This design comes from an exercise in tuning for small area and a short achievable clock period on the open sky130 flow, not from production work.
In this exercise RTL edits were held to simulation tests only and were not proved equivalent to the original.
Power and IR drop assume default switching activity.

Design rat_round, start of the top module:
module rat_round #(parameter WIDTH=32) (
        input clk,
        input rst,
        input [WIDTH-1:0] in_num,
        input [WIDTH-1:0] in_den,
        output wire [WIDTH-1:0] out_num,
        output wire [WIDTH-1:0] out_den,
        output wire rdy
    );
Size: about 5600 cells after synthesis, roughly 130 I/O pins, ~37000 µm² of cells after synthesis.
==> flow/config.mk <==
export PLATFORM = sky130hd
export DESIGN_NAME = rat_round
export DESIGN_NICKNAME = rat_round
export VERILOG_FILES = /design/flow/design.v
export SDC_FILE = /design/flow/constraint.sdc
export NUM_CORES = 4
export LEC_CHECK = 0
export ABC_AREA = 1
export CAP_MARGIN = 20
export CORE_MARGIN = 2
export CORE_UTILIZATION = 60
export CTS_BUF_LIST = sky130_fd_sc_hd__clkbuf_16
export CTS_CLUSTER_DIAMETER = 100
export CTS_CLUSTER_SIZE = 22
export GPL_ROUTABILITY_DRIVEN = 0
export PLACE_DENSITY = 0.85
export SLEW_MARGIN = 75
==> flow/constraint.sdc <==
create_clock -name core_clock -period 72.0 [get_ports {clk}]
set_input_delay 14.4000 -clock core_clock [delete_from_list [all_inputs] [get_ports {clk}]]
set_output_delay 14.4000 -clock core_clock [all_outputs]
set_load 0.01 [all_outputs]
standard.sh (not shown) runs the stock make flow with config.mk's settings and CLKGATE_MAP_FILE= SYNTH_SCRIPT=/design/flow/synth_recipe.tcl, a recipe that flattens the netlist after the stock synthesis.
==> flow/flow/run.sh <==
#!/bin/bash
# Own layout flow: the standard synthesis and layout (standard.sh), except
# that the input and output ports are buffered with buf_2 cells rather than the
# clkdlybuf4s50 delay buffer that buffer_ports picks by itself.
set -euo pipefail
cd "$(dirname "$(readlink -f "$0")")/.."
bash standard.sh synth > flow_synth.log 2>&1
bash standard.sh "BUFFER_PORTS_ARGS=-buffer_cell sky130_fd_sc_hd__buf_2" finish > flow_layout.log 2>&1
Then changed:
- PLACE_DENSITY: 0.85 -> 0.75
- SLEW_MARGIN: 75 -> 70
Synthesized area stays the same. Non-clock buffer count fell by 12. Global-route usage went down by 0.49 points. Via count goes down by 3.5%. Worst setup slack degrades by 490 ps. Synthesized cell count stays the same. Critical path depth shrinks by 96.
Then changed:
- CAP_MARGIN: 20 -> 0
- PLACE_DENSITY: 0.75 -> 0.85
=>
- The new run passed the timing, design-rule and antenna checks
- clock-buffer cell count does not change
- core utilization is about the same
- worst setup slack improves by 410 ps
- design area stays flat
- cell count is about the same
- global-route usage hardly moves
- synthesized area is unchanged

---

== cedar ==
rat_round again, from the RTL that the note above started with.
==> flow/config.mk <==
export PLATFORM = sky130hd
export DESIGN_NAME = rat_round
export DESIGN_NICKNAME = rat_round
export VERILOG_FILES = /design/flow/design.v
export SDC_FILE = /design/flow/constraint.sdc
export NUM_CORES = 4
export LEC_CHECK = 0
export ABC_AREA = 1
export CAP_MARGIN = 20
export CORE_MARGIN = 2
export CORE_UTILIZATION = 60
export CTS_BUF_LIST = sky130_fd_sc_hd__clkbuf_16
export CTS_CLUSTER_DIAMETER = 100
export CTS_CLUSTER_SIZE = 22
export GPL_ROUTABILITY_DRIVEN = 0
export PLACE_DENSITY = 0.85
export SLEW_MARGIN = 80
==> flow/constraint.sdc <==
create_clock -name core_clock -period 72.0 [get_ports {clk}]
set_input_delay 14.4000 -clock core_clock [delete_from_list [all_inputs] [get_ports {clk}]]
set_output_delay 14.4000 -clock core_clock [all_outputs]
set_load 0.01 [all_outputs]
Scripts as last shown in full above: flow/flow/run.sh
Relative to cedar, the following input files were edited for onyx:
Settings: a change of SLEW_MARGIN from 80 to 70.
Findings:
- NOTE: final critical delay including setup and external delays in onyx falls short of that of cedar
- Comparing onyx against cedar, there is no change at all in number of cells upsized or downsized after cts.
- Going from cedar to onyx, layout clock buffer count neither gained nor lost much, fraction of standard cell area that is sequential has increased, cell area after placement shows a reduction of 2.9%, pre-CTS worst setup slack went down by 0.40 ns.
- onyx vs cedar — depth of the critical timing path with buffers and inverters included climbed by more than 100%
- Between cedar and onyx, the flow reports via count of the first global-routing pass decreasing by a few percent.
- Total chip power ends up higher on cedar.
#### Input delta (maple over onyx)
Settings: PLACE_DENSITY changed from 0.85 to 0.65.
### Flow results
Of maple and onyx, the run reporting the lower cell count of the worst reg-to-reg path was maple.
Going from onyx to maple, fraction of area in registers was more or less identical; final critical path time including I/O delays and setup went up by 0.51 ns; total number of nets in the final design was more or less identical.
Compared with onyx, cell-internal power in maple decreased slightly.
Relative to maple, the following input files were edited for tundra:
Settings: swapping 0.65 for 0.85 in PLACE_DENSITY; swapping 70 for 60 in SLEW_MARGIN.
==> comparison <==
The final reports for tundra and maple show power density over the cells higher in the former.
Re overall power consumption: tundra is about 0.7% up on maple.
Measured against each other, tundra and maple differ in static power due to leakage, the higher figure coming from maple.
Diff maple -> tundra | number of antenna repair diodes | decrease of 10
Sequential share of power sits lower in tundra than in maple.
Compared to maple, tundra has met1 track demand over resource in global routing 2.2 points higher.
On time the final worst path needs with I/O delays and setup, tundra does worse than maple.
Sort tundra and maple by detail-routed via count per cell, ascending, and maple comes first.

what the ideal ports hide:
Ports are ideal in the flow. The routed layouts listed here were re-timed in OpenROAD. Step 1: set_driving_cell puts a clkbuf_16 on clk and a buf_2 on each other input, an assumption about the parent block. Step 2 moves the port delays by t, midway between the first and last clock arrival at a register: inputs arrive t later, outputs are due t later. That takes back most of the time a late clock gives input paths. Three values: no drivers, after step 1, after step 2; two values: the first two.
run	t, ns	setup WS [ns]	worst setup path after step 2	slew at the worst register clock pin (ns)
the first run of note 1	0.585	46.390 / 46.390 / 46.390	register to register	0.10 / 0.10
the second run of note 1	0.580	45.903 / 45.840 / 46.420	register to output	0.09 / 0.09
the third run of note 1	0.585	46.308 / 46.308 / 46.308	register to register	0.10 / 0.10
cedar	0.588	45.508 / 45.449 / 46.037	register to output	0.10 / 0.10
onyx	0.585	46.308 / 46.308 / 46.308	register to register	0.10 / 0.10
maple	0.603	45.801 / 45.737 / 45.885	register to register	0.10 / 0.10
tundra	0.578	44.883 / 44.883 / 44.883	register to register	0.10 / 0.10
After both steps setup and hold are still met in every run listed.
